This design comes from an exercise in tuning for small area, a short achievable clock period and few clock cycles per item on the open sky130 flow, not from production work.
At most, simulation tests tie the RTL to the original design; equivalence was not proved.
No functional check of the RTL was part of run 5.
Power and IR drop assume default switching activity.

### flow/design.v
`timescale 1ns / 1ps
module ASCON_XOR2(input a, b, output y);
assign y = a ^ b;
endmodule
module ASCON_XNOR2(input a, b, output y);
assign y = ~(a ^ b);
endmodule
module ASCON_ORN(input a, b, output y);    
assign y = a | ~b;
endmodule
module ASCON_SBOX_COL(
input  [4:0] x,
output [4:0] y
);
wire a0, a2, a4;
wire n0, n1, n2, n3, n4;
wire c0, c1, c3;
ASCON_XOR2 ua0 (.a(x[0]), .b(x[4]), .y(a0));
ASCON_XOR2 ua2 (.a(x[2]), .b(x[1]), .y(a2));
ASCON_XOR2 ua4 (.a(x[4]), .b(x[3]), .y(a4));
ASCON_ORN  un0 (.a(x[1]), .b(a2),   .y(n0));
ASCON_ORN  un1 (.a(a2),   .b(x[3]), .y(n1));
ASCON_ORN  un2 (.a(x[3]), .b(a4),   .y(n2));
ASCON_ORN  un3 (.a(a4),   .b(a0),   .y(n3));
ASCON_ORN  un4 (.a(a0),   .b(x[1]), .y(n4));
ASCON_XNOR2 uc0 (.a(a0),   .b(n0), .y(c0));
ASCON_XNOR2 uc1 (.a(x[1]), .b(n1), .y(c1));
ASCON_XOR2  uc2 (.a(a2),   .b(n2), .y(y[2]));    
ASCON_XNOR2 uc3 (.a(x[3]), .b(n3), .y(c3));
ASCON_XNOR2 uc4 (.a(a4),   .b(n4), .y(y[4]));    
ASCON_XOR2  uy0 (.a(c0), .b(y[4]), .y(y[0]));
ASCON_XOR2  uy1 (.a(c1), .b(c0),   .y(y[1]));
ASCON_XNOR2 uy3 (.a(c3), .b(y[2]), .y(y[3]));    
endmodule
module ASCON_SBOX(
input  [63:0] Xark0, Xark1, Xark2, Xark3, Xark4,
output [63:0] Xsb0, Xsb1, Xsb2, Xsb3, Xsb4
);
genvar i;
generate
for (i = 0; i < 64; i = i + 1) begin : col
    ASCON_SBOX_COL s (
        .x({Xark4[i], Xark3[i], Xark2[i], Xark1[i], Xark0[i]}),
        .y({Xsb4[i], Xsb3[i], Xsb2[i], Xsb1[i], Xsb0[i]})
    );
end
endgenerate
endmodule
`timescale 1ns / 1ps
module ASCON_LIN(input [63:0] x, output [63:0] y);
parameter N1 = 0;
parameter N2 = 0;
wire [63:0] r1 = (x >> N1) | (x << (64 - N1));
wire [63:0] r2 = (x >> N2) | (x << (64 - N2));
wire [63:0] t;
genvar i;
generate
for (i = 0; i < 64; i = i + 1) begin : b
    ASCON_XOR2 x1 (.a(x[i]), .b(r1[i]), .y(t[i]));
    ASCON_XOR2 x2 (.a(t[i]), .b(r2[i]), .y(y[i]));
end
endgenerate
endmodule
module ASCON_ROUND_FUNCTION(
input  [63:0] Xi0, Xi1, Xi2, Xi3, Xi4,
input   [3:0] rnd,
output [63:0] Xo0, Xo1, Xo2, Xo3, Xo4
);
wire [63:0] s0, s1, s2, s3, s4;
ASCON_SBOX sbox (
    .Xark0(Xi0), .Xark1(Xi1), .Xark2(Xi2 ^ {56'b0, ~rnd, rnd}), .Xark3(Xi3), .Xark4(Xi4),
    .Xsb0(s0), .Xsb1(s1), .Xsb2(s2), .Xsb3(s3), .Xsb4(s4)
);
ASCON_LIN #(19, 28) l0 (.x(s0), .y(Xo0));
ASCON_LIN #(61, 39) l1 (.x(s1), .y(Xo1));
ASCON_LIN #( 1,  6) l2 (.x(s2), .y(Xo2));
ASCON_LIN #(10, 17) l3 (.x(s3), .y(Xo3));
ASCON_LIN #( 7, 41) l4 (.x(s4), .y(Xo4));
endmodule
`timescale 1ns / 1ps
module ASCON_NEXT(input w, s, r, z, i, output d);
assign d = ((w ? s : r) & ~z) ^ i;
endmodule
module ASCON_NEXT_K(input w, s, r, z, k, e, output d);
assign d = ((w ? s : r) & ~z) ^ (k & e);
endmodule
module ASCON_AO22(input a, b, c, e, output y);
assign y = (a & b) | (c & e);
endmodule
module ASCON_NEXT_0(input w, s, r, z, x, e, output d, o);
wire b = w ? s : r;
assign d = (b & ~z) ^ (x & e);
assign o = b ^ x;
endmodule
module ASCON_NEXT_0C(input w, s, r, z, x, e, c, output d, o);
wire b = w ? s : r;
assign d = (b & ~z) ^ ((x & e) | c);
assign o = b ^ x;
endmodule
`timescale 1ns / 1ps
module ASCON_CREG #(
    parameter RV = 1'b0
)(
input      clk, rst, d,
output reg q
);
always @(posedge clk, posedge rst) begin
    if (rst)
        q <= RV;
    else
        q <= d;
end
endmodule
`timescale 1ns / 1ps
module ascon128_stream #(
    parameter R = 1
)(
input          clk, rst,
input          start, enc,
input  [127:0] key, nonce,
input          in_valid,
output         in_ready,
input   [63:0] in_data,
input    [3:0] in_bytes,
input          in_ad,
output         out_valid,
output  [63:0] out_data,
output         tag_valid,
output [127:0] tag
);
localparam [3:0]  LAST = 12 - R;
localparam [63:0] IV   = 64'h80400c0600000000;
reg  [63:0] S0, S1, S2, S3, S4;
reg  [63:0] O;
reg        idle_q, rnd_q, init_q, fin_q, wait_q, tag_q, txt_q, enc_q;
reg  [3:0] cnt;
reg        rdy_q;      
reg        take_q;     
reg        ov_q;
reg        pend_q, ad_q, last_q;
reg  [7:0] m_q, pad_q;
wire [63:0] x0 [0:R];
wire [63:0] x1 [0:R];
wire [63:0] x2 [0:R];
wire [63:0] x3 [0:R];
wire [63:0] x4 [0:R];
assign x0[0] = S0;
assign x1[0] = S1;
assign x2[0] = S2;
assign x3[0] = S3;
assign x4[0] = S4;
genvar g;
generate
for (g = 0; g < R; g = g + 1) begin : rounds
    ASCON_ROUND_FUNCTION rf (
        .Xi0(x0[g]), .Xi1(x1[g]), .Xi2(x2[g]), .Xi3(x3[g]), .Xi4(x4[g]),
        .rnd(cnt + g[3:0]),
        .Xo0(x0[g+1]), .Xo1(x1[g+1]), .Xo2(x2[g+1]), .Xo3(x3[g+1]), .Xo4(x4[g+1])
    );
end
endgenerate
wire last_rnd = rnd_q & (cnt == LAST);
wire absorb   = take_q;
wire a_txt    = absorb & !ad_q;
wire a_fin    = a_txt & last_q;
wire a_dec    = a_txt & !enc_q;
wire ds       = a_txt & !txt_q;                   
wire [7:0] e_byte    = m_q & {8{absorb}};         
wire [7:0] kill_byte;                            
wire [7:0] pad_byte  = pad_q & {8{absorb}};       
localparam NC = 8;
localparam NK = 4;
wire [NC-1:0] z_c, w_c;
wire [NK-1:0] kst_c, k12_c;
wire idle_d, wait_d, kst_d, k12_d;
genvar c;
generate
for (c = 0; c < NC; c = c + 1) begin : cz
    ASCON_CREG #(.RV(1'b1)) rz (.clk(clk), .rst(rst), .d(idle_d), .q(z_c[c]));
    ASCON_CREG #(.RV(1'b0)) rw (.clk(clk), .rst(rst), .d(wait_d), .q(w_c[c]));
end
for (c = 0; c < NK; c = c + 1) begin : ck
    ASCON_CREG #(.RV(1'b0)) rk  (.clk(clk), .rst(rst), .d(kst_d), .q(kst_c[c]));
    ASCON_CREG #(.RV(1'b1)) r12 (.clk(clk), .rst(rst), .d(k12_d), .q(k12_c[c]));
end
endgenerate
wire [63:0] d0, d1, d2, d3, d4, o_d;
wire [63:0] inj3, inj4;
genvar i;
generate
for (i = 0; i < 64; i = i + 1) begin : bits
    localparam integer J = 7 - i / 8;             
    localparam integer C = i / (64 / NC);         
    localparam integer K = i / (64 / NK);         
    if (i % 8 == 0) begin : kb
        assign kill_byte[J] = z_c[C] | (m_q[J] & a_dec);
    end
    if ((i % 8 == 7) || IV[i]) begin : w0c
        wire c = ((i % 8 == 7) ? pad_byte[J] : 1'b0) | (IV[i] ? z_c[C] : 1'b0);
        ASCON_NEXT_0C n0 (.w(w_c[C]), .s(S0[i]), .r(x0[R][i]), .z(kill_byte[J]),
                          .x(in_data[i]), .e(e_byte[J]), .c(c), .d(d0[i]), .o(o_d[i]));
    end else begin : w0
        ASCON_NEXT_0  n0 (.w(w_c[C]), .s(S0[i]), .r(x0[R][i]), .z(kill_byte[J]),
                          .x(in_data[i]), .e(e_byte[J]), .d(d0[i]), .o(o_d[i]));
    end
    ASCON_NEXT_K n1 (.w(w_c[C]), .s(S1[i]), .r(x1[R][i]), .z(z_c[C]),
                     .k(key[64+i]), .e(k12_c[K]), .d(d1[i]));
    ASCON_NEXT_K n2 (.w(w_c[C]), .s(S2[i]), .r(x2[R][i]), .z(z_c[C]),
                     .k(key[i]), .e(k12_c[K]), .d(d2[i]));
    ASCON_AO22 k3 (.a(key[64+i]), .b(kst_c[K]), .c(nonce[64+i]), .e(z_c[C]), .y(inj3[i]));
    ASCON_NEXT n3 (.w(w_c[C]), .s(S3[i]), .r(x3[R][i]), .z(z_c[C]), .i(inj3[i]), .d(d3[i]));
    ASCON_AO22 k4 (.a(key[i]), .b(kst_c[K]), .c(nonce[i]), .e(z_c[C]), .y(inj4[i]));
    if (i == 0) begin : w4ds
        ASCON_NEXT n4 (.w(w_c[C]), .s(S4[i]), .r(x4[R][i]), .z(z_c[C]), .i(inj4[i] ^ ds), .d(d4[i]));
    end else begin : w4
        ASCON_NEXT n4 (.w(w_c[C]), .s(S4[i]), .r(x4[R][i]), .z(z_c[C]), .i(inj4[i]), .d(d4[i]));
    end
end
endgenerate
always @(posedge clk) begin
    S0 <= d0;
    S1 <= d1;
    S2 <= d2;
    S3 <= d3;
    S4 <= d4;
    O  <= o_d;
end
reg        idle_n, rnd_d, init_d, fin_d, wait_n, tag_d, txt_d, enc_d;
reg  [3:0] cnt_d;
always @(*) begin
    idle_n = idle_q;
    rnd_d  = rnd_q;
    init_d = init_q;
    fin_d  = fin_q;
    wait_n = wait_q;
    tag_d  = 1'b0;
    txt_d  = txt_q | a_txt;
    enc_d  = enc_q;
    cnt_d  = cnt + R[3:0];
    if (idle_q && start) begin
        idle_n = 1'b0;
        rnd_d  = 1'b1;
        init_d = 1'b1;
        fin_d  = 1'b0;
        txt_d  = 1'b0;
        enc_d  = enc;
        cnt_d  = 4'd0;
    end
    if (tag_q)
        idle_n = 1'b1;
    if (last_rnd) begin
        init_d = 1'b0;
        if (fin_q) begin
            rnd_d = 1'b0;
            tag_d = 1'b1;
        end else if (!absorb) begin
            rnd_d  = 1'b0;
            wait_n = 1'b1;
        end
    end
    if (absorb) begin
        wait_n = 1'b0;
        rnd_d  = 1'b1;
        fin_d  = a_fin;
        cnt_d  = a_fin ? 4'd0 : 4'd6;
    end
end
assign idle_d = idle_n;
assign wait_d = wait_n;
wire rdy_d  = wait_d | (rnd_d & !fin_d & (cnt_d == LAST));
assign kst_d = rnd_d & (init_d | fin_d) & (cnt_d == LAST);
wire pend_d = in_valid & !(in_valid & take_q);
wire take_d = rdy_d & pend_d;
assign k12_d = idle_d | (take_d & !in_ad & !in_bytes[3]);
always @(posedge clk, posedge rst) begin
    if (rst) begin
        idle_q <= 1'b1;
        rnd_q  <= 1'b0;
        init_q <= 1'b0;
        fin_q  <= 1'b0;
        wait_q <= 1'b0;
        tag_q  <= 1'b0;
        txt_q  <= 1'b0;
        enc_q  <= 1'b0;
        cnt    <= 4'd0;
        rdy_q  <= 1'b0;
        take_q <= 1'b0;
        ov_q   <= 1'b0;
        pend_q <= 1'b0;
    end else begin
        idle_q <= idle_d;
        rnd_q  <= rnd_d;
        init_q <= init_d;
        fin_q  <= fin_d;
        wait_q <= wait_d;
        tag_q  <= tag_d;
        txt_q  <= txt_d;
        enc_q  <= enc_d;
        cnt    <= cnt_d;
        rdy_q  <= rdy_d;
        take_q <= take_d;
        ov_q   <= a_txt;
        pend_q <= pend_d;
    end
end
integer k;
always @(posedge clk) begin
    ad_q   <= in_ad;
    last_q <= !in_bytes[3];
    for (k = 0; k < 8; k = k + 1) begin
        m_q[k]   <= (k < in_bytes);
        pad_q[k] <= (k == in_bytes);
    end
end
assign in_ready  = take_q;
assign out_valid = ov_q;
assign out_data  = O;
assign tag_valid = tag_q;
assign tag       = {S3, S4};
endmodule
### flow/flow/run.sh
#!/bin/bash
# The standard layout (standard.sh), with plain buffers (buf_1) on the
# ports instead of the default delay-cell buffers. Every port still gets
# its own buffer. The make output goes to standard.log.
set -euo pipefail
export BUFFER_PORTS_ARGS="-buffer_cell sky130_fd_sc_hd__buf_1"
bash standard.sh > standard.log 2>&1
### flow/standard.sh
#!/bin/bash
# synth_recipe.tcl (not shown) runs the flow's synth.tcl, then flattens the netlist and writes it again
# the make line also repeats each setting of config.mk as NAME=value (left out here)
make -C /OpenROAD-flow-scripts/flow DESIGN_CONFIG=/design/flow/config.mk WORK_HOME=/design/flow/orfs CLKGATE_MAP_FILE= SYNTH_SCRIPT=/design/flow/synth_recipe.tcl "${@:-finish}"
### flow/config.mk
export PLATFORM = sky130hd
export DESIGN_NAME = ascon128_stream
export DESIGN_NICKNAME = ascon128_stream
export VERILOG_FILES = /design/flow/design.v
export SDC_FILE = /design/flow/constraint.sdc
export NUM_CORES = 8
export LEC_CHECK = 0
export CAP_MARGIN = 20
export CORE_MARGIN = 2
export CORE_UTILIZATION = 40
export CTS_CLUSTER_DIAMETER = 100
export CTS_CLUSTER_SIZE = 24
export PLACE_DENSITY = 0.85
export SLEW_MARGIN = 50
export SYNTH_HIERARCHICAL = 1
### flow/constraint.sdc
create_clock -name core_clock -period 10.0 [get_ports {clk}]
set_input_delay 2.0000 -clock core_clock [delete_from_list [all_inputs] [get_ports {clk}]]
set_output_delay 2.0000 -clock core_clock [all_outputs]
set_load 0.01 [all_outputs]
==> implementation parameters, run 1 <==
Parameter                              Value

Yosys
  Count of state elements after synthesis    440
  Mux share of post-synthesis cell area    9.70%
  Synth async-reset ratio    under 10%
  Number of enable-type register cells in the synthesized netlist    0
  Post-Synth Adder-Cell Area    0.0377%
  Dominant combinational cell family by area after synthesis    XOR/XNOR gates
  Xor/xnor share of the synthesized area    46.0%
  Synth cell types    32
  Number of nets in the synthesized netlist    3,909
  Synthesized cell area    between 0.03 and 0.04 mm^2
  Cell types with the largest area share after synthesis    xor2_1, dfxtp_1, xnor2_1, mux2i_1, nand2b_1
  Share of the yosys chip area belonging to registers    27.2%
  Post-Synth Simple-Gate Area    12.6%
  Mean Syn Cell Area    a little over 9 um^2
  Share of the synthesized area in the top cell type    30.6%
  Post-synthesis compound-gate area fraction    4.04%
  Ys flop type    dfxtp_1
  Number of instances in the synthesized netlist    roughly 3,600
  Dominant cell type by area after synthesis    xor2_1
  Total of warnings raised by yosys    9

STA
  Max Freq    between 200 and 300 MHz
  Worst Clk Skew    around 0.019 ns
  Final critical path time including I/O delays and setup    3.61 ns
  Final count of negative-setup-slack endpoints    0
  Worst slew margin relative to its limit    roughly 45%
  Final Cycle Share    36.1%
  WHS    around 0.5 ns
  Accumulated negative setup slack    0 ns
  Measured slew at the worst slew-check pin    0.815 ns
  Setup repair after global routing missed its margin    no
  Slew Viols, Final    0
  Worst path setup slack after routing    around 6.4 ns
  Final number of hold-violating endpoints    0

Cells and area
  Layout Utilization    a little under half
  Register area    between 0.009 and 0.01 mm^2
  Final Net Count    between 4,000 and 5,000
  Layout overhead on the synthesized area    18.1%
  Final Instance Count excl. Fillers    about 5,300
  Layout cell share with drive strength beyond 1    ~7.3%
  Final-layout fill cell count    7,800
  Post-layout instance area    0.0391 mm^2
  Multi-input gate area in the final layout    approximately 0.025 mm^2

CTS
  Post-CTS setup-driven buffer insertion count    0
  Clock tree from TritonCTS    built
  Cts-stage hold buffer count    0
  CTS root buf    clkbuf_16
  Clock latency at the later pin of the worst-skew pair    0.62 ns
  H-tree level count    1
  Number of clock buffers inserted by TritonCTS    25
  Clock transition time at the flip-flop clock pins of the worst setup and hold paths    0.09 ns
  # resized after CTS    0
  Max clock buf depth    3
  Clock sink count    440

Detailed routing
  Wire length per cell    ~28 um
  Per-cell via count in the routed design    approximately 5.3
  Total routed wirelength    around 150 mm
  Remaining number of nets flagged by the antenna check after routing    0
  Drt first-iter violations    2,732
  Detailed-routing iteration count for the pre-antenna-repair pass    6
  Vias    between 20,000 and 30,000
  Residual DRC count    0

Placed design
  Inst Count DP    5,216
  Total half-perimeter wirelength after legalization and detailed placement    between 100 and 150 mm
  Buffers added on ports    524
  Placed instance area    0.0382 mm^2
  Dpl ws    between 6 and 7 ns
  RePlAce Congestion    about 1.1

Critical path
  Worst Setup End Kind    output port
  Worst Setup Path Type    flop to output port
  Critical path, cell by cell    buf_1
  Startpoint types    flop
  Library cell contributing the largest single delay on the critical path    dfrtp_2
  Peak fanout along the critical path    25
  Number of buffer and inverter instances along the worst setup path    1
  Required arrival time at the worst endpoint    8.00 ns
  Data arrival time at the worst-slack endpoint    1.61 ns
  Top Family by Delay on Critical Path    flip-flops
  Largest stage delay on the critical path    roughly 0.77 ns

Global routing
  Total routing resource utilization after global routing    approximately 33%
  Maximum number of pins on one net before global-route repair    between 50 and 60
  Total grt overflow    0
  Via count of the first global-routing pass    27,300
  Wire length of the first global-routing pass    202 mm
  Number of antenna violations at the first check in global routing    5

Min path
  Worst min-delay path category    flop to flop

Floorplan
  Initial cell density of the core    40.4%
  Die Footprint    0.0852 mm^2
  Floorplan row count    105
  Ports placed on the boundary    between 500 and 600
  Die X-Extent    slightly below 300 um
  Floorplan die height    between 200 and 300 um
  Placeable core area    slightly above 0.08 mm^2

Pwr
  Pwr dens    approximately 80 mW/mm^2
  Maximum resistive drop on vdd    0.119 mV
  Leakage power    between 15 and 20 nW
  Total Power    between 3 and 4 mW

Outcome
  Outcome    complete, no violations

Job
  Max-capacitance violation count    0
-- sequential cells by signal (all words and copies together) (netlist names), 4 cells and up --
| signal | flops |
|---|---|
| S0 | 64 |
| O | 64 |
| cnt | 4 |
| S1 | 64 |
| ck.rk.q | 4 |
| S4 | 64 |
| pad_q | 8 |
| cz.rw.q | 8 |
| S3 | 64 |
| S2 | 64 |
| m_q | 8 |
| cz.rz.q | 8 |
| ck.r12.q | 4 |
-- layout make-up --
| class | instances | share of cell area [%] |
|---|---|---|
| clock buffers | 29 | 1.74 |
| multi-input cells | 3099 | 65.0 |
| clock inverters | 11 | 0.355 |
| flip-flops and latches | 440 | 23.2 |
| inverters | 36 | 0.345 |
| repair buffers | 571 | 6.00 |
| diodes | 2 | 0.0128 |
| well taps | 1070 | 3.42 |
-- metal layers --
layer | GRT usage, % | share of wire, % | up-vias
met4 | 16.8 | 5.9 | 8
li1 | - | - | 12500
met1 | 42.8 | 41 | 13900
met2 | 54.4 | 46 | 1313
met5 | 0 | 0.032 | -
met3 | 4.44 | 6.9 | 283
-- cell families after synthesis --
| kind of cell | count (synthesis) |
|---|---|
| buffers and inverters | 39 |
| multiplexers | 321 |
| XOR/XNOR | 1739 |
| adder cells (fa/ha/maj) | 1 |
| flip-flops | 440 |
| AO/OA/AOI/OAI | 162 |
| AND/OR/NAND/NOR | 876 |
-- Yosys cell counts (2+ instances only) --
cell      count
xor2_1     1157
xnor2_1     582
dfxtp_1     402
nor2_1      337
nand2b_1    322
mux2i_1     320
nand2_1     187
a22o_1      128
inv_1        36
dfrtp_1      25
and2_1       16
a21oi_1      14
dfstp_2      13
a21o_1       11
clkbuf_1      3
o21a_1        3
o21ai_0       3
nand3_1       2
nand3b_1      2
nand4_1       2
nor3_1        2
-- Yosys stat by module (local to each module, per instance), a selection --
| module | cells | area [um^2] | times used |
|---|---|---|---|
| ascon128_stream | 514 | 8970 | 1 |
| ASCON_ROUND_FUNCTION | 8 | 70.1 | 1 |
| ASCON_NEXT_0 | 5 | 35.0 | 51 |
| ASCON_NEXT_K | 4 | 26.3 | 128 |
| ASCON_NEXT | 3 | 22.5 | 128 |
| ASCON_AO22 | 1 | 8.76 | 128 |
| ASCON_XNOR2 | 1 | 8.76 | 320 |
| ASCON_XOR2 | 1 | 8.76 | 1024 |
| ASCON_ORN | 1 | 6.26 | 320 |
-- final timing paths --
check	cells past startpoint	start	slack, ns	end
setup / recovery	1	take_q	6.39	in_ready
hold / removal	1	init_q	0.50	init_q
setup reg to reg	10	cnt[0]	6.40	S0[45]
hold reg to reg	1	init_q	0.50	init_q
max in group asynchronous	2	rst	7.89	take_q
min in group asynchronous	2	rst	1.44	ck[2].rk.q
-- layout by cell type (no fill, tap or decap), types with 4 or more instances in the layout --
cell type / netlist / final
nor2_1: 337 / 335
xnor2_1: 582 / 490
dfstp_4: 0 / 10
dfxtp_1: 402 / 402
buf_6: 0 / 4
buf_4: 0 / 42
dfrtp_2: 0 / 10
xor2_1: 1157 / 1060
a21oi_1: 14 / 14
and2_1: 16 / 16
a22o_1: 128 / 128
inv_1: 36 / 36
xnor2_2: 0 / 91
clkbuf_16: 0 / 26
nand2_1: 187 / 187
buf_1: 0 / 523
xor2_2: 0 / 97
mux2i_1: 320 / 320
dfrtp_1: 25 / 15
a21o_1: 11 / 11
nand2b_1: 322 / 322
-- report_power, final --
group / internal (mW) / switching, mW / leakage [nW]
sequential: 1.77 / 0.00767 / 3.86
clock: 0.533 / 0.712 / 0.405
combinational: 0.0437 / 0.0692 / 11.1
Testbench counts, summed over its fixed seeds: cycles 23,122, bytes 19,747.
==> run 2, diff against run 1 <==
--- a/flow/config.mk
+++ b/flow/config.mk
@@ -7,7 +7,7 @@
 export LEC_CHECK = 0
 export CAP_MARGIN = 20
 export CORE_MARGIN = 2
-export CORE_UTILIZATION = 40
+export CORE_UTILIZATION = 65
 export CTS_CLUSTER_DIAMETER = 100
 export CTS_CLUSTER_SIZE = 24
 export PLACE_DENSITY = 0.85
==> implementation parameters, run 2 <==
Parameter                              Value

Floorplan
  Floorplan die height    230 um (-21%)
  Initial cell density of the core    65.9% (+26 points)
  Placeable core area    0.0503 mm^2 (-39%)
  Ports placed on the boundary    525 (unchanged)
  Floorplan row count    82 (-22%)
  Die X-Extent    230 um (-21%)
  Die Footprint    0.0528 mm^2 (-38%)

Placed design
  Total half-perimeter wirelength after legalization and detailed placement    114 mm (-6.4%)
  Dpl ws    6.55 ns (-0.0588 ns)
  RePlAce Congestion    1.11 (+1.5%)
  Buffers added on ports    524 (unchanged)
  Placed instance area    0.0375 mm^2 (-1.7%)

CTS
  Clock sink count    440 (unchanged)
  H-tree level count    1 (unchanged)
  Clock transition time at the flip-flop clock pins of the worst setup and hold paths    0.11 ns (+0.02 ns)
  CTS root buf    clkbuf_16
  # resized after CTS    0 (unchanged)
  Clock tree from TritonCTS    built
  Clock latency at the later pin of the worst-skew pair    0.63 ns (about the same)
  Cts-stage hold buffer count    0 (unchanged)
  Number of clock buffers inserted by TritonCTS    24 (-4.0%)
  Post-CTS setup-driven buffer insertion count    0 (unchanged)
  Max clock buf depth    3 (unchanged)

Yosys
  Share of the synthesized area in the top cell type    30.6% (unchanged)
  Dominant cell type by area after synthesis    xor2_1
  Number of enable-type register cells in the synthesized netlist    0 (unchanged)
  Mean Syn Cell Area    9.26 um^2 (unchanged)
  Cell types with the largest area share after synthesis    xor2_1, dfxtp_1, xnor2_1, mux2i_1, nand2b_1
  Share of the yosys chip area belonging to registers    27.2% (unchanged)
  Most frequent cells after synthesis    xor2_1, xnor2_1, dfxtp_1, nor2_1, nand2b_1
  Synth async-reset ratio    8.64% (unchanged)
  Number of instances in the synthesized netlist    3,578 (unchanged)
  Synth cell types    32 (unchanged)
  Count leader, synth    xor2_1
  Synthesized cell area    0.0331 mm^2 (unchanged)
  Count of state elements after synthesis    440 (unchanged)
  Ys flop type    dfxtp_1
  Total of warnings raised by yosys    9 (unchanged)
  Number of nets in the synthesized netlist    3,909 (unchanged)

STA
  Final count of negative-setup-slack endpoints    0 (unchanged)
  Setup repair after global routing missed its margin    no
  Final Cycle Share    35.9% (-0.23 points)
  Slew Viols, Final    0 (unchanged)
  Max Freq    279 MHz (+0.65%)
  Measured slew at the worst slew-check pin    0.865 ns (+0.0498 ns)
  Final critical path time including I/O delays and setup    3.59 ns (-0.0234 ns)
  Final number of hold-violating endpoints    0 (unchanged)
  Accumulated negative setup slack    0 ns (unchanged)
  Worst path setup slack after routing    6.41 ns (+0.0234 ns)
  WHS    0.501 ns (-0.00152 ns)
  Worst slew margin relative to its limit    42.1% (-3.3 points)
  Worst Clk Skew    0.0256 ns (+0.00630 ns)

Cells and area
  Post-layout instance area    0.0385 mm^2 (-1.7%)
  Final Net Count    4,503 (-0.022%)
  Most common library cell in the layout ignoring fill and taps    xor2_1
  Layout overhead on the synthesized area    16.1%
  Layout cell share with drive strength beyond 1    6.77% (-0.50 points)
  Most frequent cells in the layout    xor2_1, buf_1, xnor2_1

Detailed routing
  Residual DRC count    0 (unchanged)
  Remaining number of nets flagged by the antenna check after routing    0 (unchanged)
  Per-cell via count in the routed design    6.10 (+14%)
  Drt first-iter violations    4,009 (+47%)
  Vias    29,600 (+5.7%)
  Total routed wirelength    142 mm (-2.8%)
  Wire length per cell    29.3 um (+5.3%)
  Detailed-routing iteration count for the pre-antenna-repair pass    7 (+1)

Pwr
  Leakage power    15.3 nW (-0.42%)
  Internal    2.30 mW (-2.0%)
  Maximum resistive drop on vdd    0.134 mV (+13%)
  Share of total power in sequential cells    57.9% (+1.2 points)
  Pwr dens    79.8 mW/mm^2 (-0.38%)
  Clock network fraction of design power    38.5% (-1.2 points)
  Combinational group share of total power    3.7% (about the same)
  Net switching share of the total power    25.1% (-0.032 points)
  Net switching power    772 uW (-2.2%)

Critical path
  Startpoint types    flop
  Number of cell instances on the worst register-to-register path    9 (-1)
  Launch point of the worst path    S1[27]
  End of the worst register-to-register path    S1[27]
  Peak fanout along the critical path    5 (-80%)
  Library cell contributing the largest single delay on the critical path    xor2_1
  RR Startpoint    S1[27]
  Critical path, cell by cell    xor2_1, nand2b_1, xnor2_1, xor2_2, xor2_1, xor2_1, mux2i_1, nor2_1, xnor2_1
  Library cell appearing most often on the critical path    xor2_1
  Worst Setup End Kind    flop
  Largest stage delay on the critical path    0.67 ns (-0.10 ns)
  Data arrival time at the worst-slack endpoint    4.14 ns (+2.53 ns)
  Worst reg2reg setup slack    6.41 ns (about the same)
  Worst Setup Path Type    flop to flop
  Required arrival time at the worst endpoint    10.55 ns (+2.55 ns)

Global routing
  Total routing resource utilization after global routing    51.4% (+18 points)
  Wire length of the first global-routing pass    196 mm (-3.1%)
  Total grt overflow    0 (unchanged)
  Number of antenna violations at the first check in global routing    5 (unchanged)
  Maximum number of pins on one net before global-route repair    52 (unchanged)
  Via count of the first global-routing pass    28,500 (+4.3%)

Job
  Max-capacitance violation count    0 (unchanged)

Min path
  Worst hold path startpoint    init_q
  Number of cells on the worst hold path    1 (unchanged)
  Worst min-delay path category    flop to flop
  Worst-case hold path end point    init_q

Outcome
  Outcome    complete, no violations
run 2: how the worst max path moves through the flow:
stage,endpoint,cells past startpoint
floorplan,ck[0].rk.q,4
global placement,S0[56],9
detailed placement,S0[56],9
CTS,S0[56],9
global route,S0[48],10
finish,S1[27],9
run 2: cell type report:
cell class | count | area (um^2)
Tap cell | 672 | 841
Sequential cell | 440 | 9060
Antenna cell | 1 | 2.50
Multi-Input combinational cell | 3099 | 25300
Fill cell | 3314 | 11800
Inverter | 36 | 135
Clock inverter | 6 | 118
Clock buffer | 31 | 627
Timing Repair Buffer | 571 | 2360
run 2: metal layers:
layer	vias up	GRT usage (%)	routed length [um]
met5	-	0	50
met4	8	35.0	12800
met3	590	12.1	15600
met2	2085	79.8	61100
met1	14400	63.5	52900
li1	12500	-	-
run 2: kinds of logic after synthesis:
group,Yosys count,share of synthesized area (%)
adders and majority gates,1,0.0377
and+or+nand+nor,876,12.6
DFF,440,27.2
xor gates and xnor gates,1739,46.0
muxes,321,9.70
AOI/OAI and AO/OA,162,4.04
buffers and inverters,39,0.442
run 2: per-stage QoR:
| step | instances | power (mW) | utilization (%) |
|---|---|---|---|
| finish | 4856 | 3.07 | 76.6 |
| global route | 4855 | 3.11 | 76.6 |
| CTS | 4854 | 3.04 | 76.1 |
| detailed placement | 4817 | 1.92 | 74.6 |
| global placement | 4816 | 1.92 | 72.2 |
| floorplan | 3578 | 1.84 | - |
run 2: modules after synthesis, one instance, submodules excluded, a selection:
module | area [um^2] | copies in the design | cells inside | flops+latches
ASCON_ROUND_FUNCTION | 70.1 | 1 | 8 | 0
ASCON_ORN | 6.26 | 320 | 1 | 0
ASCON_NEXT_0C | 36.3 | 13 | 5 | 0
ASCON_AO22 | 8.76 | 128 | 1 | 0
ASCON_NEXT_K | 26.3 | 128 | 4 | 0
ASCON_XNOR2 | 8.76 | 320 | 1 | 0
ASCON_NEXT | 22.5 | 128 | 3 | 0
ascon128_stream | 8970 | 1 | 514 | 416
ASCON_XOR2 | 8.76 | 1024 | 1 | 0
ASCON_NEXT_0 | 35.0 | 51 | 5 | 0
run 2: worst max-delay path: cells and delay by family, from the launching register on:
family / cells / cell delay, ns
xor+xnor: 6 / 2.63
flops: 1 / 0.43
mux: 1 / 0.16
simple gates: 2 / 0.30
run 2: power by group through the flow:
stage	sequential [mW]	clock, mW	combinational, mW
floorplan	1.82	0	0.0161
global placement	1.82	0	0.104
detailed placement	1.82	0	0.107
CTS	1.78	1.15	0.109
global route	1.78	1.21	0.119
finish	1.78	1.18	0.112
==> run 3, diff against run 2 <==
--- a/flow/config.mk
+++ b/flow/config.mk
@@ -7,9 +7,9 @@
 export LEC_CHECK = 0
 export CAP_MARGIN = 20
 export CORE_MARGIN = 2
-export CORE_UTILIZATION = 65
+export CORE_UTILIZATION = 55
 export CTS_CLUSTER_DIAMETER = 100
 export CTS_CLUSTER_SIZE = 24
-export PLACE_DENSITY = 0.85
-export SLEW_MARGIN = 50
+export PLACE_DENSITY = 0.75
+export SLEW_MARGIN = 60
 export SYNTH_HIERARCHICAL = 1
==> implementation parameters, run 3 <==
Parameter                              Value

Critical path
  Worst Setup End Kind    output port
  Library cell contributing the largest single delay on the critical path    dfxtp_1
  Launch point of the worst path    S3[5]
  Required arrival time at the worst endpoint    8.00 ns (-2.55 ns)
  RR Startpoint    cnt[3]
  Data arrival time at the worst-slack endpoint    1.41 ns (-2.73 ns)
  Worst Setup Path Type    flop to output port
  Largest stage delay on the critical path    0.53 ns (-0.14 ns)
  Peak fanout along the critical path    6 (+1)
  Critical path, cell by cell    buf_1
  Number of buffer and inverter instances along the worst setup path    1 (+1)
  Startpoint types    flop
  Top Family by Delay on Critical Path    flip-flops

Global routing
  Number of antenna violations at the first check in global routing    12 (+7)
  GR Util met2    67.0% (-13 points)
  Wire length of the first global-routing pass    192 mm (-1.9%)
  Total routing resource utilization after global routing    42.7% (-8.8 points)
  Global routing met1 resource utilization    55.7% (-7.8 points)
  GRT busiest layer    met2
  Maximum number of pins on one net before global-route repair    52 (unchanged)
  Routing usage on met3    8.53% (-3.5 points)
  Total grt overflow    0 (unchanged)
  Via count of the first global-routing pass    27,100 (-4.9%)

CTS
  # resized after CTS    0 (unchanged)
  Clock tree from TritonCTS    built
  H-tree level count    1 (unchanged)
  Clock latency at the later pin of the worst-skew pair    0.64 ns (about the same)
  Clock sink count    440 (unchanged)
  Number of clock buffers inserted by TritonCTS    26 (+8.3%)
  Clock transition time at the flip-flop clock pins of the worst setup and hold paths    0.10 ns (about the same)
  Cts-stage hold buffer count    0 (unchanged)
  CTS root buf    clkbuf_16
  Max clock buf depth    3 (unchanged)
  Post-CTS setup-driven buffer insertion count    0 (unchanged)

Cells and area
  Most frequent cells in the layout    xor2_1, buf_1, xnor2_1
  Layout overhead on the synthesized area    20.6%
  Final Net Count    4,536 (+0.73%)
  Post-layout instance area    0.0400 mm^2 (+3.9%)
  Layout cell share with drive strength beyond 1    10.1% (+3.3 points)
  Most common library cell in the layout ignoring fill and taps    xor2_1
  Final-layout fill cell count    4,938 (+49%)

Detailed routing
  Drt first-iter violations    2,984 (-26%)
  Wire length per cell    27.4 um (-6.5%)
  Per-cell via count in the routed design    5.62 (-7.8%)
  Residual DRC count    0 (unchanged)
  Vias    28,100 (-5.1%)
  Detailed-routing iteration count for the pre-antenna-repair pass    6 (-1)
  Remaining number of nets flagged by the antenna check after routing    0 (unchanged)
  Total routed wirelength    137 mm (-3.8%)

Yosys
  Synthesized cell area    0.0331 mm^2 (unchanged)
  Number of instances in the synthesized netlist    3,578 (unchanged)
  Total of warnings raised by yosys    9 (unchanged)
  Count leader, synth    xor2_1
  Ys flop type    dfxtp_1
  Count of state elements after synthesis    440 (unchanged)
  Cell types with the largest area share after synthesis    xor2_1, dfxtp_1, xnor2_1, mux2i_1, nand2b_1
  Share of the yosys chip area belonging to registers    27.2% (unchanged)
  Synth cell types    32 (unchanged)
  Mean Syn Cell Area    9.26 um^2 (unchanged)
  Share of the synthesized area in the top cell type    30.6% (unchanged)
  Number of enable-type register cells in the synthesized netlist    0 (unchanged)
  Number of nets in the synthesized netlist    3,909 (unchanged)
  Dominant cell type by area after synthesis    xor2_1
  Most frequent cells after synthesis    xor2_1, xnor2_1, dfxtp_1, nor2_1, nand2b_1
  Synth async-reset ratio    8.64% (unchanged)

Floorplan
  Floorplan die height    249 um (+8.6%)
  Floorplan row count    89 (+8.5%)
  Initial cell density of the core    55.8% (-10 points)
  Placeable core area    0.0594 mm^2 (+18%)
  Ports placed on the boundary    525 (unchanged)
  Die Footprint    0.0622 mm^2 (+18%)
  Die X-Extent    249 um (+8.6%)

Outcome
  Outcome    complete, no violations

Min path
  Worst min-delay path category    flop to flop
  Worst hold path startpoint    init_q

Job
  Max-capacitance violation count    0 (unchanged)

STA
  Worst Clk Skew    0.0401 ns (+0.0144 ns)
  Final count of negative-setup-slack endpoints    0 (unchanged)
  Worst slew margin relative to its limit    54.4% (+12 points)
  Final number of hold-violating endpoints    0 (unchanged)
  Measured slew at the worst slew-check pin    0.682 ns (-0.183 ns)
  Max Freq    293 MHz (+5.1%)
  Final Cycle Share    34.1% (-1.7 points)
  Setup repair after global routing missed its margin    no
  Accumulated negative setup slack    0 ns (unchanged)
  Final critical path time including I/O delays and setup    3.41 ns (-0.173 ns)
  Slew Viols, Final    0 (unchanged)

Placed design
  RePlAce Congestion    1.09 (-1.7%)
  Placed instance area    0.0388 mm^2 (+3.6%)
  Buffers added on ports    524 (unchanged)
  Total half-perimeter wirelength after legalization and detailed placement    113 mm (-0.82%)

Pwr
  Internal    2.32 mW (+0.97%)
  Net switching power    796 uW (+3.1%)
  Leakage power    15.8 nW (+3.2%)
  Share of total power in sequential cells    57.0% (-0.9 points)
  Pwr dens    78.0 mW/mm^2 (-2.3%)
  Combinational group share of total power    3.5% (-0.2 points)
  Net switching share of the total power    25.5% (+0.40 points)
  Maximum resistive drop on vdd    0.163 mV (+22%)
  Clock network fraction of design power    39.5% (+1.0 points)
## run 3: changes by cell type in the layout (fill, tap and decap cells not counted), sizes merged
| cell | delta |
|---|---|
| buf | +31 |
| inv | +5 |
| diode | +4 |
| bufinv | -1 |
| clkbuf | +1 |
| clkinv | +1 |
## run 3: final cells by class
class                      count  area [um^2]  area share (%)
clock buffer                  32          673            1.68
inverter                      36          135           0.338
clock inverter                11          146           0.366
tap                          773          967            2.42
sequential                   440         9070            22.7
antenna                        5         12.5          0.0313
multi-input combinational   3099        26400            66.0
timing repair buffer         602         2610            6.52
## run 3: through the flow
| stage | hold slack (ns) | util [%] | setup WS (ns) | cells | power, mW |
|---|---|---|---|---|---|
| 2_1_floorplan | 0.463 | - | 7.14 | 3578 | 1.84 |
| 3_3_place_gp | 0.480 | 61.5 | 6.43 | 4927 | 1.92 |
| 6_report | 0.511 | 67.4 | 6.59 | 4998 | 3.12 |
| 3_5_place_dp | 0.495 | 65.4 | 6.59 | 4948 | 1.92 |
| 5_1_grt | 0.542 | 67.3 | 6.40 | 4993 | 3.18 |
| 4_1_cts | 0.519 | 66.8 | 6.55 | 4991 | 3.12 |
## run 3: power groups by stage
stage	clock [mW]	combinational [mW]	sequential (mW)
after floorplan	0	0.0161	1.82
after global placement	0	0.106	1.82
after detailed placement	0	0.107	1.82
after CTS	1.24	0.107	1.78
after global routing	1.29	0.117	1.78
final	1.23	0.108	1.78
## run 3: logic make-up after synthesis
logic type,after synthesis,synth area share [%]
buf+inv,39,0.442
compound gates,162,4.04
fa+ha+maj,1,0.0377
simple gates,876,12.6
mux,321,9.70
flops,440,27.2
xor+xnor,1739,46.0
## run 3: final timing paths
kind	endpoint	slack, ns	depth (start not counted)
max in group asynchronous	idle_q	8.19	3
min reg2reg	init_q	0.51	1
max	tag[69]	6.59	1
min in group asynchronous	cz[7].rw.q	1.43	3
max reg2reg	S0[48]	6.60	10
min	init_q	0.51	1
## run 3: per-layer routing
metal	routed length [um]	up-vias
met5	92	-
met4	8380	14
met3	12600	332
met2	60700	1432
met1	55400	13800
li1	-	12600
## run 3: per-module statistics from Yosys, one instance, submodules excluded, a selection
module | cells | cell area [um^2]
ASCON_NEXT | 3 | 22.5
ascon128_stream | 514 | 8970
ASCON_NEXT_0 | 5 | 35.0
ASCON_AO22 | 1 | 8.76
ASCON_ROUND_FUNCTION | 8 | 70.1
ASCON_XNOR2 | 1 | 8.76
ASCON_NEXT_0C | 5 | 36.3
ASCON_XOR2 | 1 | 8.76
ASCON_ORN | 1 | 6.26
==> run 4, diff against run 3 <==
--- a/flow/config.mk
+++ b/flow/config.mk
@@ -11,5 +11,5 @@
 export CTS_CLUSTER_DIAMETER = 100
 export CTS_CLUSTER_SIZE = 24
 export PLACE_DENSITY = 0.75
-export SLEW_MARGIN = 60
+export SLEW_MARGIN = 50
 export SYNTH_HIERARCHICAL = 1
==> implementation parameters, run 4 <==
Parameter                              Value

Outcome
  Outcome    complete, no violations

Yosys
  Xor/xnor share of the synthesized area    46.0% (unchanged)
  Count of state elements after synthesis    440 (unchanged)
  Number of nets in the synthesized netlist    3,909 (unchanged)
  Most frequent cells after synthesis    xor2_1, xnor2_1, dfxtp_1, nor2_1, nand2b_1
  Dominant combinational cell family by area after synthesis    XOR/XNOR gates
  Share of the yosys chip area belonging to registers    27.2% (unchanged)
  Mean Syn Cell Area    9.26 um^2 (unchanged)
  Cell types with the largest area share after synthesis    xor2_1, dfxtp_1, xnor2_1, mux2i_1, nand2b_1
  Synth async-reset ratio    8.64% (unchanged)
  Ys flop type    dfxtp_1
  Dominant cell type by area after synthesis    xor2_1
  Mux share of post-synthesis cell area    9.70% (unchanged)
  Post-Synth Adder-Cell Area    0.0377% (unchanged)
  Share of the synthesized area in the top cell type    30.6% (unchanged)
  Synth cell types    32 (unchanged)
  Number of instances in the synthesized netlist    3,578 (unchanged)
  Number of enable-type register cells in the synthesized netlist    0 (unchanged)
  Count leader, synth    xor2_1
  Synthesized cell area    0.0331 mm^2 (unchanged)
  Post-Synth Simple-Gate Area    12.6% (unchanged)
  Total of warnings raised by yosys    9 (unchanged)
  Post-synthesis compound-gate area fraction    4.04% (unchanged)

STA
  Worst slew margin relative to its limit    44.1% (-10 points)
  Final critical path time including I/O delays and setup    3.50 ns (+0.0852 ns)
  Final number of hold-violating endpoints    0 (unchanged)
  Accumulated negative setup slack    0 ns (unchanged)
  Max Freq    286 MHz (-2.4%)
  Final Cycle Share    35.0% (+0.85 points)
  Worst Clk Skew    0.0285 ns (-0.0116 ns)
  Slew Viols, Final    0 (unchanged)
  Measured slew at the worst slew-check pin    0.836 ns (+0.153 ns)
  Setup repair after global routing missed its margin    no
  Final count of negative-setup-slack endpoints    0 (unchanged)

CTS
  CTS root buf    clkbuf_16
  Clock tree from TritonCTS    built
  Clock sink count    440 (unchanged)
  Clock latency at the later pin of the worst-skew pair    0.63 ns (about the same)
  Clock transition time at the flip-flop clock pins of the worst setup and hold paths    0.11 ns (about the same)
  # resized after CTS    0 (unchanged)
  Max clock buf depth    3 (unchanged)
  Post-CTS setup-driven buffer insertion count    0 (unchanged)
  Number of clock buffers inserted by TritonCTS    24 (-7.7%)
  H-tree level count    1 (unchanged)
  Cts-stage hold buffer count    0 (unchanged)

Critical path
  Largest stage delay on the critical path    0.58 ns (+0.05 ns)
  Worst Setup End Kind    flop
  Data arrival time at the worst-slack endpoint    4.07 ns (+2.66 ns)
  Startpoint types    flop
  Library cell contributing the largest single delay on the critical path    xnor2_1
  Worst Setup Path Type    flop to flop
  Library cell appearing most often on the critical path    xor2_1
  Critical path, cell by cell    xnor2_1, xor2_1, nand2b_1, xnor2_1, xor2_1, xor2_1, xor2_1, mux2i_1, nor2_1, xnor2_1
  Peak fanout along the critical path    5 (-1)
  Required arrival time at the worst endpoint    10.57 ns (+2.57 ns)
  Worst reg2reg setup slack    6.50 ns (-0.10 ns)
  Number of buffer and inverter instances along the worst setup path    0 (-1)
  Top Family by Delay on Critical Path    XOR/XNOR gates

Floorplan
  Die Footprint    0.0622 mm^2 (unchanged)
  Initial cell density of the core    55.8% (unchanged)
  Floorplan row count    89 (unchanged)
  Floorplan die height    249 um (unchanged)
  Ports placed on the boundary    525 (unchanged)
  Die X-Extent    249 um (unchanged)
  Placeable core area    0.0594 mm^2 (unchanged)

Cells and area
  Layout cell share with drive strength beyond 1    6.59% (-3.5 points)
  Most frequent cells in the layout    xor2_1, buf_1, xnor2_1
  Layout overhead on the synthesized area    16.2%
  Most common library cell in the layout ignoring fill and taps    xor2_1
  Post-layout instance area    0.0385 mm^2 (-3.6%)
  Final-layout fill cell count    5,170 (+4.7%)
  Final Net Count    4,512 (-0.53%)

Placed design
  Placed instance area    0.0377 mm^2 (-2.9%)
  Total half-perimeter wirelength after legalization and detailed placement    113 mm (about the same)
  RePlAce Congestion    1.09 (unchanged)
  Buffers added on ports    524 (unchanged)

Global routing
  Via count of the first global-routing pass    26,900 (-0.74%)
  Maximum number of pins on one net before global-route repair    52 (unchanged)
  Total routing resource utilization after global routing    42.6% (-0.071 points)
  Wire length of the first global-routing pass    191 mm (-0.22%)
  Total grt overflow    0 (unchanged)
  Number of antenna violations at the first check in global routing    6 (-6)

Min path
  Worst min-delay path category    flop to flop

Detailed routing
  Per-cell via count in the routed design    5.64 (+0.27%)
  Detailed-routing iteration count for the pre-antenna-repair pass    5 (-1)
  Wire length per cell    27.5 um (+0.28%)
  Vias    28,000 (-0.39%)
  Drt first-iter violations    3,236 (+8.4%)
  Total routed wirelength    137 mm (-0.38%)
  Residual DRC count    0 (unchanged)
  Remaining number of nets flagged by the antenna check after routing    0 (unchanged)

Pwr
  Maximum resistive drop on vdd    0.124 mV (-24%)
  Pwr dens    78.7 mW/mm^2 (+0.92%)
  Net switching share of the total power    25.1% (-0.42 points)
  Net switching power    762 uW (-4.3%)
  Share of total power in sequential cells    58.6% (+1.6 points)
  Clock network fraction of design power    37.8% (-1.7 points)
  Leakage power    15.2 nW (-3.6%)
  Combinational group share of total power    3.6% (about the same)
  Internal    2.27 mW (-2.2%)

Job
  Max-capacitance violation count    0 (unchanged)
## run 4: cell counts after synthesis
Identical to the previous run, type by type.
## run 4: cells by family (layout without fill, tap and decap cells)
| family | after synthesis | count (layout) |
|---|---|---|
| buffers and inverters | 39 | 651 |
| flip-flops | 440 | 440 |
| other | 0 | 2 |
| multiplexers | 321 | 321 |
| AO/OA/AOI/OAI | 162 | 162 |
| AND/OR/NAND/NOR | 876 | 876 |
| adder cells (fa/ha/maj) | 1 | 1 |
| XOR/XNOR | 1739 | 1739 |
## run 4: through the flow
step	utilization (%)	setup slack [ns]	instances	hold WS, ns	power, mW
after detailed placement	63.5	6.69	4928	0.492	1.92
after floorplan	-	7.14	3578	0.463	1.84
after global placement	61.5	6.43	4927	0.480	1.92
after global routing	64.9	6.42	4963	0.540	3.09
final	64.9	6.50	4965	0.508	3.03
after CTS	64.7	6.58	4963	0.514	3.03
## run 4: layer usage
| metal | track usage (%) | wire (um) | vias to the layer above |
|---|---|---|---|
| met1 | 56.1 | 55200 | 13600 |
| li1 | - | - | 12500 |
| met5 | 0 | 47 | - |
| met2 | 66.6 | 59800 | 1523 |
| met3 | 7.73 | 12600 | 318 |
| met4 | 22.4 | 8900 | 8 |
## run 4: power by group through the flow
stage / Clock (mW) / Combinational [mW] / Sequential (mW)
3_5_place_dp: 0 / 0.107 / 1.82
2_1_floorplan: 0 / 0.0161 / 1.82
5_1_grt: 1.19 / 0.117 / 1.78
3_3_place_gp: 0 / 0.106 / 1.82
6_report: 1.15 / 0.108 / 1.78
4_1_cts: 1.14 / 0.108 / 1.78
## run 4: path summary, 6_finish.rpt
kind,cells past startpoint,endpoint,startpoint
max in group asynchronous,3,idle_q,rst
setup reg to reg,10,S0[7],cnt[3]
hold / removal,1,init_q,init_q
setup / recovery,10,S0[7],cnt[3]
hold reg to reg,1,init_q,init_q
min in group asynchronous,3,cz[7].rw.q,rst
## run 4: area by class of cell
class / count / area (um^2) / area share (%)
Sequential cell: 440 / 9060 / 23.5
Multi-Input combinational cell: 3099 / 25200 / 65.5
Timing Repair Buffer: 580 / 2420 / 6.28
Inverter: 36 / 135 / 0.351
Antenna cell: 2 / 5.00 / 0.0130
Tap cell: 773 / 967 / 2.51
Clock buffer: 28 / 616 / 1.60
Clock inverter: 7 / 101 / 0.263
## run 4: per-module statistics from Yosys, one instance, submodules excluded, a selection
module                copies in the design  cell area (um^2)  cells inside  flip-flops and latches
ascon128_stream                          1              8970           514                     416
ASCON_XOR2                            1024              8.76             1                       0
ASCON_XNOR2                            320              8.76             1                       0
ASCON_AO22                             128              8.76             1                       0
ASCON_NEXT_0C                           13              36.3             5                       0
ASCON_NEXT_0                            51              35.0             5                       0
ASCON_NEXT                             128              22.5             3                       0
ASCON_ORN                              320              6.26             1                       0
ASCON_NEXT_K                           128              26.3             4                       0
ASCON_ROUND_FUNCTION                     1              70.1             8                       0
==> run 5, diff against run 4 <==
--- a/flow/design.v
+++ b/flow/design.v
@@ -47,17 +47,18 @@
 endgenerate
 endmodule
 `timescale 1ns / 1ps
+module ASCON_XOR3(input a, b, c, output y);
+assign y = a ^ b ^ c;
+endmodule
 module ASCON_LIN(input [63:0] x, output [63:0] y);
 parameter N1 = 0;
 parameter N2 = 0;
 wire [63:0] r1 = (x >> N1) | (x << (64 - N1));
 wire [63:0] r2 = (x >> N2) | (x << (64 - N2));
-wire [63:0] t;
 genvar i;
 generate
 for (i = 0; i < 64; i = i + 1) begin : b
-    ASCON_XOR2 x1 (.a(x[i]), .b(r1[i]), .y(t[i]));
-    ASCON_XOR2 x2 (.a(t[i]), .b(r2[i]), .y(y[i]));
+    ASCON_XOR3 x3 (.a(x[i]), .b(r1[i]), .c(r2[i]), .y(y[i]));
 end
 endgenerate
 endmodule
--- a/flow/config.mk
+++ b/flow/config.mk
@@ -7,9 +7,8 @@
 export LEC_CHECK = 0
 export CAP_MARGIN = 20
 export CORE_MARGIN = 2
-export CORE_UTILIZATION = 55
+export CORE_UTILIZATION = 40
 export CTS_CLUSTER_DIAMETER = 100
 export CTS_CLUSTER_SIZE = 24
-export PLACE_DENSITY = 0.75
 export SLEW_MARGIN = 50
 export SYNTH_HIERARCHICAL = 1
==> implementation parameters, run 5 <==
Parameter                              Value

STA
  Final number of hold-violating endpoints    0 (unchanged)
  Worst path setup slack after routing    6.50 ns (+0.00273 ns)
  Max Freq    286 MHz (about the same)
  Measured slew at the worst slew-check pin    0.835 ns (-0.000212 ns)
  Final critical path time including I/O delays and setup    3.50 ns (-0.00273 ns)
  Worst slew margin relative to its limit    44.1% (about the same)
  Final count of negative-setup-slack endpoints    0 (unchanged)
  Final Cycle Share    35.0% (about the same)
  Worst Clk Skew    0.0297 ns (+0.00118 ns)
  Setup repair after global routing missed its margin    no
  Slew Viols, Final    0 (unchanged)
  Accumulated negative setup slack    0 ns (unchanged)

Yosys
  Number of nets in the synthesized netlist    3,589 (-8.2%)
  Synth async-reset ratio    8.64% (unchanged)
  Mean Syn Cell Area    10.8 um^2 (+16%)
  Count leader, synth    xnor2_1
  Share of the synthesized area in the top cell type    22.9% (-7.7 points)
  Total of warnings raised by yosys    9 (unchanged)
  Number of enable-type register cells in the synthesized netlist    0 (unchanged)
  Share of the yosys chip area belonging to registers    25.6% (-1.5 points)
  Count of state elements after synthesis    440 (unchanged)
  Ys flop type    dfxtp_1
  Synthesized cell area    0.0351 mm^2 (+6.0%)
  Synth cell types    33 (+3.1%)
  Dominant cell type by area after synthesis    dfxtp_1
  Number of instances in the synthesized netlist    3,258 (-8.9%)
  Cell types with the largest area share after synthesis    dfxtp_1, xor3_1, xnor2_1, xor2_1, mux2i_1
  Most frequent cells after synthesis    xnor2_1, xor2_1, dfxtp_1, nor2_1, nand2b_1

Placed design
  Dpl ws    6.62 ns (-0.0690 ns)
  Inst Count DP    4,990 (+1.3%)
  Buffers added on ports    524 (unchanged)
  RePlAce Congestion    1.07 (-1.6%)
  Total half-perimeter wirelength after legalization and detailed placement    124 mm (+9.3%)

Cells and area
  Final-layout fill cell count    8,297 (+60%)
  Register area    0.00905 mm^2 (about the same)
  Layout Utilization    47.5% (-17 points)
  Most frequent cells in the layout    buf_1, xnor2_1, xor2_1
  Final Instance Count excl. Fillers    5,043 (+1.6%)
  Most common library cell in the layout ignoring fill and taps    buf_1
  Layout cell share with drive strength beyond 1    7.59% (+1.0 points)
  Multi-input gate area in the final layout    0.0273 mm^2 (+8.1%)
  Layout overhead on the synthesized area    17.5%
  Final Net Count    4,196 (-7.0%)

Critical path
  Worst Setup Path Type    flop to flop
  Startpoint types    flop
  Worst Setup End Kind    flop
  End of the worst register-to-register path    S0[5]
  Largest stage delay on the critical path    0.55 ns (-0.03 ns)
  Data arrival time at the worst-slack endpoint    4.04 ns (-0.03 ns)
  Worst reg2reg setup slack    6.50 ns (about the same)
  Critical path, cell by cell    xnor2_1, xor2_1, nand2b_1, xnor2_1, xor2_1, xor3_1, mux2i_1, nor2_1, xnor2_1
  Required arrival time at the worst endpoint    10.54 ns (-0.03 ns)
  Library cell contributing the largest single delay on the critical path    xor3_1
  Number of cell instances on the worst register-to-register path    9 (-1)
  Peak fanout along the critical path    4 (-1)
  RR Startpoint    cnt[1]
  Library cell appearing most often on the critical path    xnor2_1

Global routing
  Global routing met1 resource utilization    42.4% (-14 points)
  Maximum number of pins on one net before global-route repair    52 (unchanged)
  Number of antenna violations at the first check in global routing    11 (+5)
  Routing usage on met3    5.58% (-2.2 points)
  GR Util met2    52.8% (-14 points)
  Total grt overflow    0 (unchanged)
  Wire length of the first global-routing pass    202 mm (+5.6%)
  Total routing resource utilization after global routing    32.2% (-10 points)
  Via count of the first global-routing pass    25,800 (-4.0%)
  GRT busiest layer    met2

CTS
  Number of clock buffers inserted by TritonCTS    28 (+17%)
  Clock transition time at the flip-flop clock pins of the worst setup and hold paths    0.10 ns (about the same)
  Post-CTS setup-driven buffer insertion count    0 (unchanged)
  Clock tree from TritonCTS    built
  Cts-stage hold buffer count    0 (unchanged)
  H-tree level count    1 (unchanged)
  Max clock buf depth    3 (unchanged)
  # resized after CTS    0 (unchanged)
  CTS root buf    clkbuf_16
  Clock latency at the later pin of the worst-skew pair    0.65 ns (+0.02 ns)
  Clock sink count    440 (unchanged)

Detailed routing
  Total routed wirelength    149 mm (+9.4%)
  Remaining number of nets flagged by the antenna check after routing    0 (unchanged)
  Wire length per cell    29.6 um (+7.7%)
  Residual DRC count    0 (unchanged)
  Per-cell via count in the routed design    5.28 (-6.3%)
  Vias    26,600 (-4.9%)
  Drt first-iter violations    2,559 (-21%)
  Detailed-routing iteration count for the pre-antenna-repair pass    5 (unchanged)

Pwr
  Leakage power    17.6 nW (+16%)
  Total Power    3.27 mW (+7.9%)
  Pwr dens    79.3 mW/mm^2 (+0.65%)
  Maximum resistive drop on vdd    0.133 mV (+7.4%)

Min path
  Worst min-delay path category    flop to flop
  Number of cells on the worst hold path    1 (unchanged)
  Worst hold path startpoint    init_q
  Worst-case hold path end point    init_q

Floorplan
  Floorplan row count    108 (+21%)
  Floorplan die height    300 um (+20%)
  Initial cell density of the core    40.5% (-15 points)
  Ports placed on the boundary    525 (unchanged)
  Die Footprint    0.0903 mm^2 (+45%)
  Die X-Extent    300 um (+20%)
  Placeable core area    0.0869 mm^2 (+46%)

Job
  Max-capacitance violation count    0 (unchanged)

Outcome
  Outcome    complete, no violations
[run 5: changes by cell type in the layout (fill, tap and decap cells not counted), sizes merged]
cell,delta
buf,-1
clkbuf,+10
clkinv,+2
clkinvlp,-1
diode,+1
inv,+5
xor2,-640
xor3,+320
[run 5: cell families (layout without fill, tap and decap cells)]
group	Yosys count	count (layout)	share of synthesized area, %
and+or+nand+nor	876	876	11.9
DFF	440	440	25.6
xor gates and xnor gates	1419	1419	49.0
muxes	321	321	9.15
other	0	3	0
buffers and inverters	39	666	0.417
adders and majority gates	1	1	0.0356
AOI/OAI and AO/OA	162	162	3.81
[run 5: worst max-delay path, delay by kind of cell, from the launching register on]
| kind | cells | cell delay, ns |
|---|---|---|
| xor gates and xnor gates | 6 | 2.30 |
| muxes | 1 | 0.41 |
| and+or+nand+nor | 2 | 0.22 |
| DFF | 1 | 0.46 |
[run 5: layout make-up]
class / count / area share (%)
clock buffer: 37 / 1.93
tap: 1155 / 3.50
sequential: 440 / 21.9
timing repair buffer: 580 / 5.83
clock inverter: 13 / 0.451
antenna: 3 / 0.0182
multi-input combinational: 2779 / 66.0
inverter: 36 / 0.327
[run 5: worst max-delay path by stage]
| stage | start | to | slack (ns) | cells past startpoint |
|---|---|---|---|---|
| 2_1_floorplan | start | ck[0].rk.q | 7.14 | 4 |
| 3_3_place_gp | S4[35] | S0[16] | 6.11 | 8 |
| 3_5_place_dp | cnt[1] | S0[5] | 6.62 | 9 |
| 4_1_cts | S3[56] | tag[120] | 6.53 | 1 |
| 5_1_grt | cnt[1] | S0[50] | 6.44 | 9 |
| 6_report | cnt[1] | S0[5] | 6.50 | 9 |
[run 5: report_power, final]
group	internal, mW	switching [mW]	leakage (nW)	total, mW
clock network	0.598	0.783	0.474	1.38
logic	0.0438	0.0700	13.3	0.114
registers	1.77	0.00834	3.86	1.78
[run 5: Yosys stat by module (local to each module, per instance), a selection]
module | cells | copies in the design
ASCON_AO22 | 1 | 128
ASCON_NEXT | 3 | 128
ASCON_NEXT_0 | 5 | 51
ASCON_ORN | 1 | 320
ASCON_XNOR2 | 1 | 320
ASCON_XOR2 | 1 | 384
ascon128_stream | 514 | 1
[run 5: per-layer routing]
| layer | part of all wire [%] | wire length, um |
|---|---|---|
| met1 | 41 | 61200 |
| met2 | 46 | 69400 |
| met3 | 8.1 | 12100 |
| met4 | 4.5 | 6680 |
| met5 | 0.051 | 76 |
[run 5: per-stage QoR]
step	area (um^2)	hold WS, ns
final	41300	0.502
after global routing	41300	0.537
after CTS	41100	0.505
after detailed placement	40200	0.482
after global placement	39000	0.479
after floorplan	35100	0.463

## static timing again, ports no longer ideal
No port has a modelled driver above. Below, the same layouts with a new extraction and two added sets of constraints. Step 1 sets driving cells, clkbuf_16 on the clock port and buf_2 on the other inputs (assumed; they add their load-dependent delay and slew). Step 2, shift: input delay + t, output delay - t, t = (earliest + latest rising clock arrival at the registers) / 2. This alone moves slack from input paths to output paths. Three values: ideal ports, drivers, drivers and shift; two values: the first two.
run | shift t [ns] | setup WS [ns] | worst hold slack (ns) | worst register clock-pin slew, ns | worst slew at a driven data input, ns
run 1 | 0.684 | 6.390 / 6.317 / 6.401 | 0.502 / 0.502 / 0.502 | 0.11 / 0.11 | 0.10
run 2 | 0.682 | 6.413 / 6.413 / 6.413 | 0.501 / 0.501 / 0.501 | 0.11 / 0.11 | 0.12
run 3 | 0.690 | 6.586 / 6.518 / 6.596 | 0.511 / 0.511 / 0.511 | 0.11 / 0.11 | 0.07
run 4 | 0.685 | 6.501 / 6.501 / 6.501 | 0.508 / 0.508 / 0.508 | 0.11 / 0.11 | 0.08
run 5 | 0.704 | 6.503 / 6.490 / 6.503 | 0.502 / 0.502 / 0.502 | 0.11 / 0.11 | 0.12
After both steps every run listed still meets setup and hold.
